From an optimization exercise on the open Yosys and OpenROAD flow, aimed at small area; shortcuts taken in it are not production practice.
The RTL was checked by simulation tests, not by an equivalence proof against the original design.
Power and IR drop assume default switching activity.

## build 20
## i2c_ahb_bridge
module i2c_ahb_bridge (
    input  wire        clk_i,
    input  wire        rst_ni,
    input  wire        scl_i,
    input  wire        sda_i,
    output wire        sda_oe_o,
    output wire        sda_o,
    output wire        rw_flag_o,
    output wire        wr_vld_o,
    output wire [ 7:0] wr_data_o,
    output wire        rd_vld_o,
    output wire [ 7:0] rd_data_o,
    input  wire [31:0] HRDATA,
    input  wire        HREADYOUT,
    input  wire        HRESP,
    output wire [31:0] HWDATA,
    output wire [31:0] HADDR,
    output wire [25:0] HADDR_26b,
    output wire [ 2:0] HBURST,
    output wire [ 2:0] HSIZE,
    output wire        HWRITE,
    output wire [ 1:0] HTRANS,
    output wire        HMASTLOCK,
    output wire [ 3:0] HPROT,
    output wire        HREADY,
    output wire        HSEL
);
==> flow/config.mk <==
export PLATFORM = sky130hd
export DESIGN_NAME = i2c_ahb_bridge
export DESIGN_NICKNAME = i2c_ahb_bridge
export VERILOG_FILES = /design/flow/design.v
export SDC_FILE = /design/flow/constraint.sdc
export NUM_CORES = 4
export LEC_CHECK = 0
export CAP_MARGIN = 20
export CORE_MARGIN = 2
export CORE_UTILIZATION = 40
export SLEW_MARGIN = 20
==> flow/constraint.sdc <==
create_clock -name core_clock -period 10.0 [get_ports {clk_i}]
set_input_delay 2.0000 -clock core_clock [delete_from_list [all_inputs] [get_ports {clk_i}]]
set_output_delay 2.0000 -clock core_clock [all_outputs]
set_load 0.01 [all_outputs]
standard.sh (not shown) runs the stock make flow with config.mk's settings and CLKGATE_MAP_FILE= SYNTH_SCRIPT=/design/flow/synth_recipe.tcl, a recipe that flattens the netlist after the stock synthesis.
==> flow/flow/run.sh <==
#!/bin/bash
# The standard layout (standard.sh) with these changes:
#  - synthesis is ORFS's (synth_recipe.tcl, same coarse synthesis, flip-flop
#    mapping, flattening and renaming, so the same registers), but its ABC step
#    uses the area-oriented script flow/abc_area.script and full adders are not
#    extracted (ADDER_MAP_FILE empty): only the combinational gates change;
#  - ports are buffered with sky130_fd_sc_hd__buf_1, the smallest buffer;
#  - clock tree synthesis clusters up to 16 flip-flops within 60 um under one
#    sky130_fd_sc_hd__clkbuf_8 and inserts no dummy loads.
# ORFS writes each step's log under orfs/logs/; make's output goes to
# synth.log and flow.log.
set -euo pipefail
here=$(pwd)
rm -rf "$here/synth_scripts"
cp -r "$FLOW_HOME/scripts" "$here/synth_scripts"
cp "$here/flow/abc_area.script" "$here/synth_scripts/abc_area.script"
bash standard.sh synth ABC_AREA=1 ADDER_MAP_FILE= SCRIPTS_DIR="$here/synth_scripts" > synth.log 2>&1
export BUFFER_PORTS_ARGS="-buffer_cell sky130_fd_sc_hd__buf_1"
export CTS_ARGS="-sink_clustering_enable -sink_clustering_size 18 -sink_clustering_max_diameter 60 -repair_clock_nets -dont_use_dummy_load -buf_list sky130_fd_sc_hd__clkbuf_8"
bash standard.sh > flow.log 2>&1
==> flow/flow/abc_area.script <==
strash
&get -n
&fraig -x
&put
scorr
dc2
strash
dc2
strash
&get -n
&dch -f
&nf -R 1000 -p -C 32 -F 8 -A 4
&put
Per the final summary, build 20 finished and its layout is clean on timing, DRC and antenna.
The following lists how build 30 was set up differently from build 20:
Settings: GPL_TIMING_DRIVEN newly set to 0.
-- flow/flow/run.sh --
<<< build 20, line 16
cp "$here/flow/abc_area.script" "$here/synth_scripts/abc_area.script"
bash standard.sh synth ABC_AREA=1 ADDER_MAP_FILE= SCRIPTS_DIR="$here/synth_scripts" > synth.log 2>&1
export BUFFER_PORTS_ARGS="-buffer_cell sky130_fd_sc_hd__buf_1"
export CTS_ARGS="-sink_clustering_enable -sink_clustering_size 18 -sink_clustering_max_diameter 60 -repair_clock_nets -dont_use_dummy_load -buf_list sky130_fd_sc_hd__clkbuf_8"
bash standard.sh > flow.log 2>&1
>>> build 30, line 16
cp "$here/flow/abc_area.script" "$here/synth_scripts/abc_area.script"
bash standard.sh synth ABC_AREA=1 ADDER_MAP_FILE= SCRIPTS_DIR="$here/synth_scripts" > synth.log 2>&1
export REMOVE_ABC_BUFFERS=1
export BUFFER_PORTS_ARGS="-buffer_cell sky130_fd_sc_hd__buf_1"
export CTS_ARGS="-sink_clustering_enable -sink_clustering_size 16 -sink_clustering_max_diameter 60 -repair_clock_nets -dont_use_dummy_load -buf_list sky130_fd_sc_hd__clkbuf_8"
bash standard.sh > flow.log 2>&1
==> flow/flow/abc_area.script <==
strash
&get -n
&fraig -x
&put
scorr
dc2
strash
&get -n
&dch -f
&nf
&put
### Flow results
Number of clock-tree buffers in the layout up about 13% in build 30 wrt build 20. Going from build 20 to build 30, first-pass GRT wire length decreased 670 um; number of cells on the critical path moved down.
--- input diff build 30..build 58 ---
Settings: GPL_TIMING_DRIVEN removed (was 0); CORE_UTILIZATION changed from 40 to 70.
-- flow/flow/run.sh --
<<< build 30, line 16
cp "$here/flow/abc_area.script" "$here/synth_scripts/abc_area.script"
bash standard.sh synth ABC_AREA=1 ADDER_MAP_FILE= SCRIPTS_DIR="$here/synth_scripts" > synth.log 2>&1
export REMOVE_ABC_BUFFERS=1
export BUFFER_PORTS_ARGS="-buffer_cell sky130_fd_sc_hd__buf_1"
export CTS_ARGS="-sink_clustering_enable -sink_clustering_size 16 -sink_clustering_max_diameter 60 -repair_clock_nets -dont_use_dummy_load -buf_list sky130_fd_sc_hd__clkbuf_8"
>>> build 58, line 16
cp "$here/flow/abc_area.script" "$here/synth_scripts/abc_area.script"
bash standard.sh synth ABC_AREA=1 ADDER_MAP_FILE= SCRIPTS_DIR="$here/synth_scripts" > synth.log 2>&1
export BUFFER_PORTS_ARGS="-buffer_cell sky130_fd_sc_hd__buf_1"
export CTS_ARGS="-sink_clustering_enable -sink_clustering_size 16 -sink_clustering_max_diameter 60 -repair_clock_nets -dont_use_dummy_load -buf_list sky130_fd_sc_hd__clkbuf_8"
==> summary.txt <==
- Multi-input combinational area share, build 58 and build 30: smaller value in build 30
- Build 58 has more setup slack than build 30.
- Compared build 58 vs build 30, and share of total power in the clock network is down in build 58.
What build 59 does differently from build 58 at the input level:
Settings: changing CORE_UTILIZATION from 70 to 40; setting GPL_TIMING_DRIVEN to 0 for the first time.
-- flow/flow/run.sh --
<<< build 58, line 16
cp "$here/flow/abc_area.script" "$here/synth_scripts/abc_area.script"
bash standard.sh synth ABC_AREA=1 ADDER_MAP_FILE= SCRIPTS_DIR="$here/synth_scripts" > synth.log 2>&1
export BUFFER_PORTS_ARGS="-buffer_cell sky130_fd_sc_hd__buf_1"
export CTS_ARGS="-sink_clustering_enable -sink_clustering_size 16 -sink_clustering_max_diameter 60 -repair_clock_nets -dont_use_dummy_load -buf_list sky130_fd_sc_hd__clkbuf_8"
bash standard.sh > flow.log 2>&1
>>> build 59, line 16
cp "$here/flow/abc_area.script" "$here/synth_scripts/abc_area.script"
bash standard.sh synth ABC_AREA=1 ADDER_MAP_FILE= SCRIPTS_DIR="$here/synth_scripts" > synth.log 2>&1
export REMOVE_ABC_BUFFERS=1
export BUFFER_PORTS_ARGS="-buffer_cell sky130_fd_sc_hd__buf_1"
export CTS_ARGS="-sink_clustering_enable -sink_clustering_size 10 -sink_clustering_max_diameter 50 -repair_clock_nets -dont_use_dummy_load -buf_list sky130_fd_sc_hd__clkbuf_4"
bash standard.sh > flow.log 2>&1
In build 59, the worst endpoint data arrival time came out 0.28 ns above the value in build 58. [compare] base=build 58 new=build 59: global-route usage lower, final cycle utilization of the critical path higher.

separate check: timing with driven ports:
Ports are ideal in the flow. The routed layouts listed here were re-timed in OpenROAD.
Step 1 assumes that a clkbuf_16 drives the clock port and a buf_2 every other input.
Step 2 times the ports against the registers' clock, not the clock port: input delays grow and output delays shrink by t, the midpoint of the rising clock arrivals with the driver on.
Three values: ideal, step 1, step 2; two values: the first two.
| run | t (ns) | slack for setup (ns) | worst hold slack (ns) |
|---|---|---|---|
| build 20 | 0.668 | 6.329 / 6.334 / 5.666 | 0.372 / 0.372 / 0.372 |
| build 30 | 0.575 | 6.261 / 6.261 / 5.884 | 0.376 / 0.376 / 0.376 |
| build 58 | 0.615 | 6.472 / 6.482 / 5.867 | 0.390 / 0.390 / 0.390 |
| build 59 | 0.791 | 6.191 / 6.191 / 5.879 | 0.363 / 0.363 / 0.363 |
After both steps every run listed still meets setup and hold. The setup slack of build 20, which loses most, moves by +0.005 ns with the drivers and by -0.663 ns with both steps.
